From an optimization exercise on the open Yosys and OpenROAD flow, aimed at small area; shortcuts taken in it are not production practice.
In this exercise RTL edits were held to simulation tests only and were not proved equivalent to the original.
Power is estimated from default activity; no workload was simulated.

`flow/config.mk`:
```
export PLATFORM = sky130hd
export DESIGN_NAME = uc_8bits
export DESIGN_NICKNAME = uc_8bits
export VERILOG_FILES = /design/flow/design.v
export SDC_FILE = /design/flow/constraint.sdc
export NUM_CORES = 4
export LEC_CHECK = 0
export CAP_MARGIN = 20
export CORE_MARGIN = 2
export CORE_UTILIZATION = 40
export SLEW_MARGIN = 20
```
`flow/constraint.sdc`:
```
create_clock -name core_clock -period 10.0 [get_ports {clk}]
set_input_delay 2.0000 -clock core_clock [delete_from_list [all_inputs] [get_ports {clk}]]
set_output_delay 2.0000 -clock core_clock [all_outputs]
set_load 0.01 [all_outputs]
```
`flow/design.v`:
```
module adder #(parameter WIDTH = 8) (
  input wire [WIDTH-1:0] a, b,
  output wire [WIDTH-1:0] sum,
  output wire co
);
  wire [WIDTH:0] result;
  assign result = a + b;
  assign co = result[WIDTH];
  assign sum = result[WIDTH-1:0];
endmodule
module subtractor #(parameter WIDTH = 8) (
  input wire [WIDTH-1:0] a, b,
  output wire [WIDTH-1:0] diff
);
  assign diff = a - b;
endmodule
module bitwise_and #(parameter WIDTH = 8) (
  input wire [WIDTH-1:0] a, b,
  output wire [WIDTH-1:0] b_and
);
  assign b_and = a & b;
endmodule
module bitwise_or #(parameter WIDTH = 8) (
  input wire [WIDTH-1:0] a, b,
  output wire [WIDTH-1:0] b_or
);
  assign b_or = a | b;
endmodule
module bitwise_not #(parameter WIDTH = 8) (
  input wire [WIDTH-1:0] a,
  output wire [WIDTH-1:0] a_not
);
  assign a_not = ~a;
endmodule
module comparator #(parameter WIDTH = 8) (
  input wire [WIDTH-1:0] a, b,
  output wire equal
);
  assign equal = (a == b);
endmodule
module left_shift #(parameter WIDTH = 8) (
  input wire [WIDTH-1:0] a,
  input wire [WIDTH-1:0] shift,
  output wire [WIDTH-1:0] left_shift
);
  assign left_shift = (a << shift);
endmodule
module right_shift #(parameter WIDTH = 8)(
  input wire [WIDTH-1:0] a,
  input wire [WIDTH-1:0] shift,
  output wire [WIDTH-1:0] right_shift
);
  assign right_shift = (a >> shift);
endmodule
module alu #(parameter WIDTH = 8, parameter OPCODE_WIDTH = 3) (
    input wire [WIDTH-1:0] a, b,
    input wire [OPCODE_WIDTH-1:0] opcode,
	output wire [WIDTH-1:0] result,
  	output wire equal_out, carry_out
);
    wire [WIDTH-1:0] result_add;
    wire [WIDTH-1:0] result_sub;
    wire [WIDTH-1:0] result_and;
    wire [WIDTH-1:0] result_or;
    wire [WIDTH-1:0] result_not;
    wire [WIDTH-1:0] result_l_shift;
    wire [WIDTH-1:0] result_r_shift;
  	 wire equal, carry;
  	adder #(WIDTH) u_adder (
      a, b, result_add, carry
    );
    subtractor #(WIDTH) u_subtractor (
      a, b, result_sub
    );
 	 bitwise_and #(WIDTH) u_bitwise_and (
      a, b, result_and
     );
  	bitwise_or #(WIDTH) u_bitwise_or (
      a, b, result_or
    );
    bitwise_not #(WIDTH) u_bitwise_not (
      a, result_not
    );
  comparator #(WIDTH) u_comparator (
      .a(a),
      .b(b),
      .equal(equal)
  	);
    left_shift #(WIDTH) u_left_shift (
      .a(a),
      .shift(b),
      .left_shift(result_l_shift)
    );
    right_shift #(WIDTH) u_right_shift (
      .a(a),
      .shift(b),
      .right_shift(result_r_shift)
    );
  assign  equal_out = (opcode == 3'b101) & equal ? 1'b1 : 1'b0;
  assign  carry_out = (opcode == 3'b000) & carry ? 1'b1 : 1'b0;
  assign result = (opcode == 3'b000) ? result_add :
                  (opcode == 3'b001) ? result_sub :
                  (opcode == 3'b010) ? result_and :
                  (opcode == 3'b011) ? result_or  :
                  (opcode == 3'b100) ? result_not :
                  (opcode == 3'b110) ? result_l_shift :
                  (opcode == 3'b111) ? result_r_shift :
                  {WIDTH{1'b0}};
endmodule
module flipflop (
    input wire clk,
    input wire en,
    input wire arst_n,
    input wire in,
    output reg out
);
    always @(posedge clk or negedge arst_n) begin
        if (!arst_n) out <= 1'b0;
        else if (en) out <= in;
    end
endmodule
module shift #(parameter DELAY = 4)(
    input clk,
    input en,
    input arst_n,
    input in,
    output out
); 
    wire [DELAY:0] wires;
    genvar i;
    generate
        for (i = 0; i < DELAY; i = i + 1) begin : FF
            flipflop ff (.clk(clk),
                         .en(en),
                         .arst_n(arst_n),
                         .in(wires[i]),
                         .out(wires[i+1]));
        end
    endgenerate
    assign wires[0]  = in;
    assign out = wires[DELAY];
endmodule
module bus_shift #(parameter DELAY=4, WIDTH=10)(
    input clk,
    input en,
    input arst_n,
    input [WIDTH-1:0] in,
    output [WIDTH-1:0] out
);
    genvar i;
    generate
        for (i = 0; i < WIDTH; i = i + 1) begin : SHIFT
            shift #(DELAY) shift_inst ( .clk(clk),
                                        .en(en),
                                        .arst_n(arst_n),
                                        .in(in[i]),
                                        .out(out[i]));
        end
    endgenerate
endmodule
module gpio_demux (
    input  wire [7:0] gpio_out,   
    input  wire       sel,        
    output reg  [7:0] port_a,    
    output reg  [7:0] port_b      
);
    always @(sel, gpio_out) begin
        case (sel)
            1'b0: begin
                port_a = gpio_out;
                port_b = 8'b0;
            end
            1'b1: begin
                port_a = 8'b0;
                port_b = gpio_out;
            end
        endcase
    end
endmodule
module program_counter #(parameter ADDR_WIDTH = 12)(
    input  wire clk,
	 input  wire clk_valid,
    input  wire arst_n,
    input  wire pc_inc,
    input  wire [ADDR_WIDTH-1:0] pc_next,  
    input  wire pc_load,
	 output wire bootstrapping,
    output reg [ADDR_WIDTH-1:0] pc_out
);
	 assign bootstrapping = (pc_out < 12'h200);  
    always @(posedge clk or negedge arst_n) begin
        if (!arst_n) begin
            pc_out <= 12'h000;
        end else begin
			if(clk_valid) begin
			   if (pc_load)     pc_out <= pc_next;
			   else if (pc_inc) pc_out <= pc_out + {{(ADDR_WIDTH-1){1'b0}}, 1'b1};
			end
		end
    end
endmodule
module sram_64x8 (
    input  wire        clk,
	input  wire        clk_valid,
    input  wire        arst_n,
    input  wire        sram_write_en,     
    input  wire [5:0]  sram_addr,
    input  wire [7:0]  sram_data_out,
    output wire  [7:0]  sram_data_in 
);
    reg [7:0] memory [0:63];
	assign sram_data_in = memory[sram_addr];
	integer i;
    always @(posedge clk or negedge arst_n) begin
        if (!arst_n) begin
            for (i = 0; i < 64; i = i + 1)
                memory[i] <= 8'b0;
        end else begin
            if(clk_valid && sram_write_en) memory[sram_addr] <= sram_data_out;
        end
    end
endmodule
module control_unit (
    input wire clk,
	input wire clk_valid,
    input wire arst_n,
    input wire [15:0] instruction,
    input wire [7:0] sram_read_data,
    input wire [7:0] alu_result,
    input wire equal, carry_out,
    input wire [7:0] in_gpio,
    input wire bootstrapping,
    output reg [2:0] alu_opcode,
    output reg [7:0] alu_a,
    output reg [7:0] alu_b,
    output reg sram_write_en,
    output reg [5:0] sram_addr,
    output reg [7:0] sram_write_data,
    output reg pc_load,
    output reg [11:0] pc_next,
    output reg [7:0] out_gpio,
    output wire pc_inc,
    output reg state,
	output reg out_port
);
    parameter FETCH   = 1'b0;
    parameter EXECUTE = 1'b1;
    assign pc_inc = (state == FETCH);
    reg [3:0] opcode, reg_dst, reg_a, reg_b;
    reg [7:0] registers [0:15];
	reg [7:0] in_gpio_reg;
    integer i;
    always @(posedge clk or negedge arst_n) begin
        if (!arst_n) begin
            state <= FETCH;
            out_gpio <= 8'b0;
            pc_load <= 1'b0;
            sram_write_en <= 1'b0;
            sram_write_data <= 8'b0;
            alu_a <= 8'b0;
            alu_b <= 8'b0;
            alu_opcode <= 3'b0;
            out_port <= 1'b0;
            for (i = 0; i < 16; i = i + 1)
                registers[i] <= 8'h00;
        end else begin
				if(clk_valid) begin
					case (state)
						FETCH: begin
							opcode          <= instruction[15:12];
							reg_dst         <= instruction[11:8];
							reg_a           <= instruction[7:4];
							reg_b           <= instruction[3:0];
							alu_a           <= registers[instruction[7:4]];
							alu_b           <= registers[instruction[3:0]];
							alu_opcode      <= instruction[14:12];
							sram_addr       <= instruction[5:0];
							sram_write_data <= registers[instruction[11:8]];
							in_gpio_reg     <= in_gpio;
							state           <= EXECUTE;
						end
						EXECUTE: begin
							pc_load         <= 1'b0;
							sram_write_en   <= 1'b0;
							case (opcode)
								4'b0000: ;  
								4'b0001: begin  
									registers[reg_dst] <= sram_read_data;
								end
								4'b0010: begin  
									sram_write_en   <= 1'b1;
									sram_write_data <= registers[reg_dst];
								end
								4'b0011: begin  
									pc_next <= {reg_dst, reg_a, reg_b};
									pc_load <= 1'b1;
								end
								4'b0100: begin  
									if (equal) begin
										pc_next <= {reg_dst, reg_a, reg_b};
										pc_load <= 1'b1;
									end
								end
								4'b0101: begin  
									if (carry_out) begin
										pc_next <= {reg_dst, reg_a, reg_b};
										pc_load <= 1'b1;
									end
								end
								4'b0110: begin  
									registers[reg_dst] <= bootstrapping ? {reg_a, reg_b} : in_gpio_reg;
								end
								4'b0111: begin  
									out_gpio <= registers[reg_dst];
									out_port <= reg_b[0];
								end
								default: begin  
									registers[reg_dst] <= alu_result;
								end
							endcase
							state <= FETCH;
						 end
					endcase
				end
        end
    end
endmodule
module uc_8bits (
    input wire        clk,
	input wire        clk_valid,
    input wire        arst_n,
    input wire [7:0]  in,
    input wire [15:0] flash_data,
    output wire [7:0]  out0, out1,
    output wire [11:0] pc_out,
    output wire        bootstrapping,
    output wire        cu_state,
    output wire        equal_flag, carry_flag,
	output wire        out_select
);
    wire        sram_write_en;
    wire [5:0]  sram_addr;
    wire [7:0]  sram_data_out;
	wire [7:0]  sram_data_in;
    wire [7:0]  alu_a, alu_b;
    wire [2:0]  alu_opcode;
    wire        equal, carry_out;
    wire [11:0] pc_next;
	wire [7:0]  out_gpio;
	wire [7:0]  alu_result;
	wire        pc_load;
	wire        pc_inc;
	 gpio_demux DEMUX (
        .gpio_out(out_gpio),   
        .sel(out_select),        
        .port_a(out0),    
        .port_b(out1)    
	 );
    program_counter #(.ADDR_WIDTH(12)) PC (
        .clk(clk),
		.clk_valid(clk_valid),
        .arst_n(arst_n),
        .pc_inc(pc_inc),
        .pc_next(pc_next),
        .pc_load(pc_load),
        .pc_out(pc_out),
        .bootstrapping(bootstrapping)
    );
    alu ALU (
        .a(alu_a),
        .b(alu_b),
        .opcode(alu_opcode),
        .result(alu_result),
        .equal_out(equal),
        .carry_out(carry_out)
    );
    bus_shift #(.DELAY(2), .WIDTH(2)) FLAGS (
        .clk(clk),
        .en(clk_valid),
        .arst_n(arst_n),
        .in({equal, carry_out}),
        .out({equal_flag, carry_flag})
    );
    control_unit CU (
        .clk(clk),
		.clk_valid(clk_valid),
        .arst_n(arst_n),
        .instruction(flash_data),
        .sram_read_data(sram_data_in),
        .alu_result(alu_result),
        .equal(equal_flag),
        .carry_out(carry_flag),
        .in_gpio(in),
        .bootstrapping(bootstrapping),
        .alu_opcode(alu_opcode),
        .alu_a(alu_a),
        .alu_b(alu_b),
        .sram_write_en(sram_write_en),
        .sram_addr(sram_addr),   
        .sram_write_data(sram_data_out),    
        .pc_load(pc_load),
        .pc_next(pc_next),
        .pc_inc(pc_inc),                 
        .out_gpio(out_gpio),
		.out_port(out_select),
        .state(cu_state)
    );
	sram_64x8 SRAM (
		.clk(clk),
		.clk_valid(clk_valid),
		.arst_n(arst_n),
		.sram_write_en(sram_write_en),
		.sram_addr(sram_addr),
		.sram_data_out(sram_data_out),
		.sram_data_in(sram_data_in)
	);
endmodule
```
`flow/run.sh`:
```
#!/bin/bash
# synth_recipe.tcl (not shown) runs the flow's synth.tcl, then flattens the netlist and writes it again
# the make line also repeats each setting of config.mk as NAME=value (left out here)
make -C /OpenROAD-flow-scripts/flow DESIGN_CONFIG=/design/flow/config.mk WORK_HOME=/design/flow/orfs CLKGATE_MAP_FILE= SYNTH_SCRIPT=/design/flow/synth_recipe.tcl finish
```
==> reports/metrics.csv <==
stage,metric,value,unit
run_status,status,"complete, no violations",
timing,timing.slew.headroom,14.37,%
detailed_routing,ant_nets,0,
layout,drive_gt1_share,24.59,%
yosys,ys_async_sr_fraction,95.08,%
timing,max_clock_freq,0.1996,GHz
power,seq_power_share,40.5,%
power,p_clk_share,30.0,%
setup_path,worstSetupStartpointType,flop,
yosys,synth_cell_types,91,
place,port_buffers,59,
global_routing,antenna_found_initial,7,
flow_run,maxCapViolations,0,
place,dp.final_hpwl,114600,um
yosys,synth_most_common_cell,dfrtp_1,
layout,multiInputGateArea,19280,um2
setup_path,crit_path_end_kind,flop,
detailed_routing,viasPerCell,6.782,
place,placed_cells,4827,
hold_path,hold_depth,2,
clock_network,cts_resized,0,
yosys,synth_area,39110,um2
layout,seqCellArea,18480,um2
setup_path,crit_path_cell_trace,"buf_4, buf_4, nor2_4, buf_4, nand3_1, nand4_1, nor4_1, nand4_1, a211oi_4, o21ai_0",
layout,fin_cells,4977,
yosys,synth_area_leaders,"dfrtp_1 (44%), mux2_2 (16%), nand3_1 (4.0%)",
timing,tightest_slew,1.279,ns
floorplan,dieArea,100300,um2
hold_path,min_path_type,flop to flop,
detailed_routing,wire_per_inst,34.27,um
yosys,yosysWarnings,7,
setup_path,crit_top_cell,buf_4,
yosys,synth_seq_area_share,47.24,%
power,p_leak,19.15,nW
timing,setup_viol,0,
layout,antennaDiodeCount,0,
floorplan,core_area,96850,um2
setup_path,cp.arrival,5.51,ns
global_routing,grt_first_pass_wirelength,243800,um
layout,top_regs,"SRAM.memory (512), CU.registers (128)",
clock_network,clockBufferDepth,3,
timing,maxSlewViolCount,0,
clock_network,cts_inserted_buffers,84,
timing,finalCritPeriodShare,50.11,%
power,worst_ir_drop_vdd,141.6,uV
global_routing,grt_pass1_vias,32040,
timing,finalClockSkew,0.05296,ns
floorplan,die_width,316.7,um
floorplan,rows,114,
setup_path,cp.required,10.50,ns
detailed_routing,first_pass_iters,8,
clock_network,clk_pin_slew,0.06,ns
clock_network,tritoncts,yes,
power,p_int,0.006260,W
timing,hold_viol,0,
power,p_sw_share,40.57,%
layout,nets,3691,
timing,tns,0,ns
global_routing,overflow,0,
timing,hold_ws,0.4906,ns
power,powerDensity,240.6,nW/um2
floorplan,ios,60,
detailed_routing,vias,33750,
yosys,synth_ff_type,dfrtp_1,
clock_network,cts-root-buf,clkbuf_16,
setup_path,critical_path.max_stage_delay,0.99,ns
yosys,yosys_register_bits,731,
yosys,synth_top_cell_by_area,dfrtp_1,
setup_path,worstPathMaxFanout,38,
yosys,synth_edf_count,36,
yosys,synth_top_area_share,44.47,%
yosys,synth_commonest_cells,"dfrtp_1 (695), mux2_2 (565), nand3_1 (311)",
floorplan,die_h,316.7,um
setup_path,slowest_stage,a211oi_4,
power,combPwrFrac,29.5,%
layout,fillers,9106,
layout,syn2layout_area_growth,11.95,%
detailed_routing,drt_iter0_markers,4332,
global_routing,grt_max_degree,152,
timing,grt_setup_unrepaired,false,
clock_network,clk_latency,0.70,ns
power,p_sw,0.004274,W
detailed_routing,routed_wl,170600,um
clock_network,clock_sinks,731,
setup_path,rr_worst_depth,10,
yosys,netlist_instances,3701,
layout,largest_register_ffs,512,
setup_path,path_class,flop to flop,
layout,max_flop_register,SRAM.memory,
yosys,synth.avg_cell_area,10.57,um2
place,place_congestion,1.067,
yosys,synth_fp_nets,3754,
clock_network,cts_hold_buf,0,
detailed_routing,drc,0,
clock_network,h-tree-depth,3,
floorplan,floorplan.initialDensity,40.38,%
global_routing,grt.total_usage,33.69,%
clock_network,postCtsSetupBuffers,0,
timing,min_period,5.011,ns
[final cells by class]
| class | instances | share of cell area (%) |
|---|---|---|
| Sequential cell | 731 | 42.22 |
| Clock inverter | 27 | 0.8031 |
| Clock buffer | 122 | 5.519 |
| Inverter | 47 | 0.4030 |
| Timing Repair Buffer | 173 | 3.361 |
| Tap cell | 1276 | 3.647 |
| Multi-Input combinational cell | 2601 | 44.05 |
[path summary, 6_finish.rpt]
check,endpoint,from,slack [ns]
max,CU.registers[8][1],CU.reg_b[0],4.99
max in group asynchronous,SRAM.memory[24][4],arst_n,6.43
min in group asynchronous,SRAM.memory[53][2],arst_n,1.26
max reg2reg,CU.registers[8][1],CU.reg_b[0],4.99
min reg2reg,CU.sram_write_data[7],CU.sram_write_data[7],0.49
min,CU.sram_write_data[7],CU.sram_write_data[7],0.49
[power groups by stage]
stage	Sequential (W)	Combinational [W]	Clock, W
3_3_place_gp	0.00428	0.00299	0
4_1_cts	0.00421	0.00301	0.00318
2_1_floorplan	0.00377	0.00196	0
6_report	0.00427	0.00311	0.00316
5_1_grt	0.00428	0.00328	0.00330
3_5_place_dp	0.00426	0.00300	0
[cell usage in the layout, fill, tap and decap left out, types with 15 or more instances in the layout]
cell and instances:
mux2_2 565, o21ai_0 117, a41oi_1 46, clkbuf_16 85, a211oi_1 16, nor3_1 40
and2_1 27, nand3_1 311, o211ai_1 18, clkbuf_1 22, nand2b_1 23, clkdlybuf4s50_1 52
buf_4 110, a221oi_1 33, o221ai_1 16, nor4_1 20, nor2b_1 46, inv_1 44
mux2i_1 68, and3_1 27, edfxtp_1 36, a32o_1 16, dfrtp_1 687, a22oi_1 58
a31oi_1 59, a22o_1 24, nand4_1 93, nor2_2 29, nand2_1 181, o22ai_1 26
clkbuf_8 15, a32oi_1 83, a21oi_1 122, ha_1 24, nor2_1 283
[layer usage]
metal  wire, um  track usage, %  up-vias
met5         51               0        -
met4      12900           21.75        8
li1           -               -    13800
met2      74340           50.35     2157
met3      16270           7.619      581
met1      67000           44.04    17210
[critical path, delay by kind of cell, from the launching register on]
family,cells,cell delay [ns]
AND/OR/NAND/NOR,5,1.99
flip-flops,1,0.32
AO/OA/AOI/OAI,2,1.19
buffers and inverters,3,1.24
[stage by stage]
stage               total power, W  setup WS, ns  utilization, %  area (um2)
detailed placement        0.007255         4.688           42.32       40990
global route               0.01086         4.962           45.20       43780
floorplan                 0.005734         5.931               -       39110
global placement          0.007270         4.623           42.30       40960
finish                     0.01053         4.989           45.20       43780
CTS                        0.01040         5.135           45.18       43760
[cell families after synthesis]
| logic type | after synthesis | share of synthesized area (%) |
|---|---|---|
| and+or+nand+nor | 1177 | 15.23 |
| AOI/OAI and AO/OA | 744 | 13.63 |
| buffers and inverters | 369 | 4.057 |
| DFF | 731 | 47.24 |
| xor gates and xnor gates | 7 | 0.1568 |
| adders and majority gates | 26 | 0.8703 |
| muxes | 647 | 18.82 |

## what the ideal ports hide
In the flow no input, the clock included, has a driving cell. The finished layout below was timed again as built, in two steps. Step 1, drivers: a clkbuf_16 drives clk and a buf_2 each remaining input, both assumed. Step 2, shift: input delay + t, output delay - t, t = (earliest + latest rising clock arrival at the registers) / 2. This alone moves slack from input paths to output paths. Slacks: ideal / step 1 / step 2; pairs: ideal / step 1.
t (ns): 0.738
slack for setup (ns): 4.989 / 4.989 / 4.574
hold slack, ns: 0.491 / 0.491 / 0.491
latest minus earliest clock arrival (ns): 0.053 / 0.054
worst slew at a driven data input, ns: 0.05
After both steps setup and hold are still met in this run. For this run, drivers alone change the setup slack by 0.000 ns; drivers and shift together by -0.415 ns.
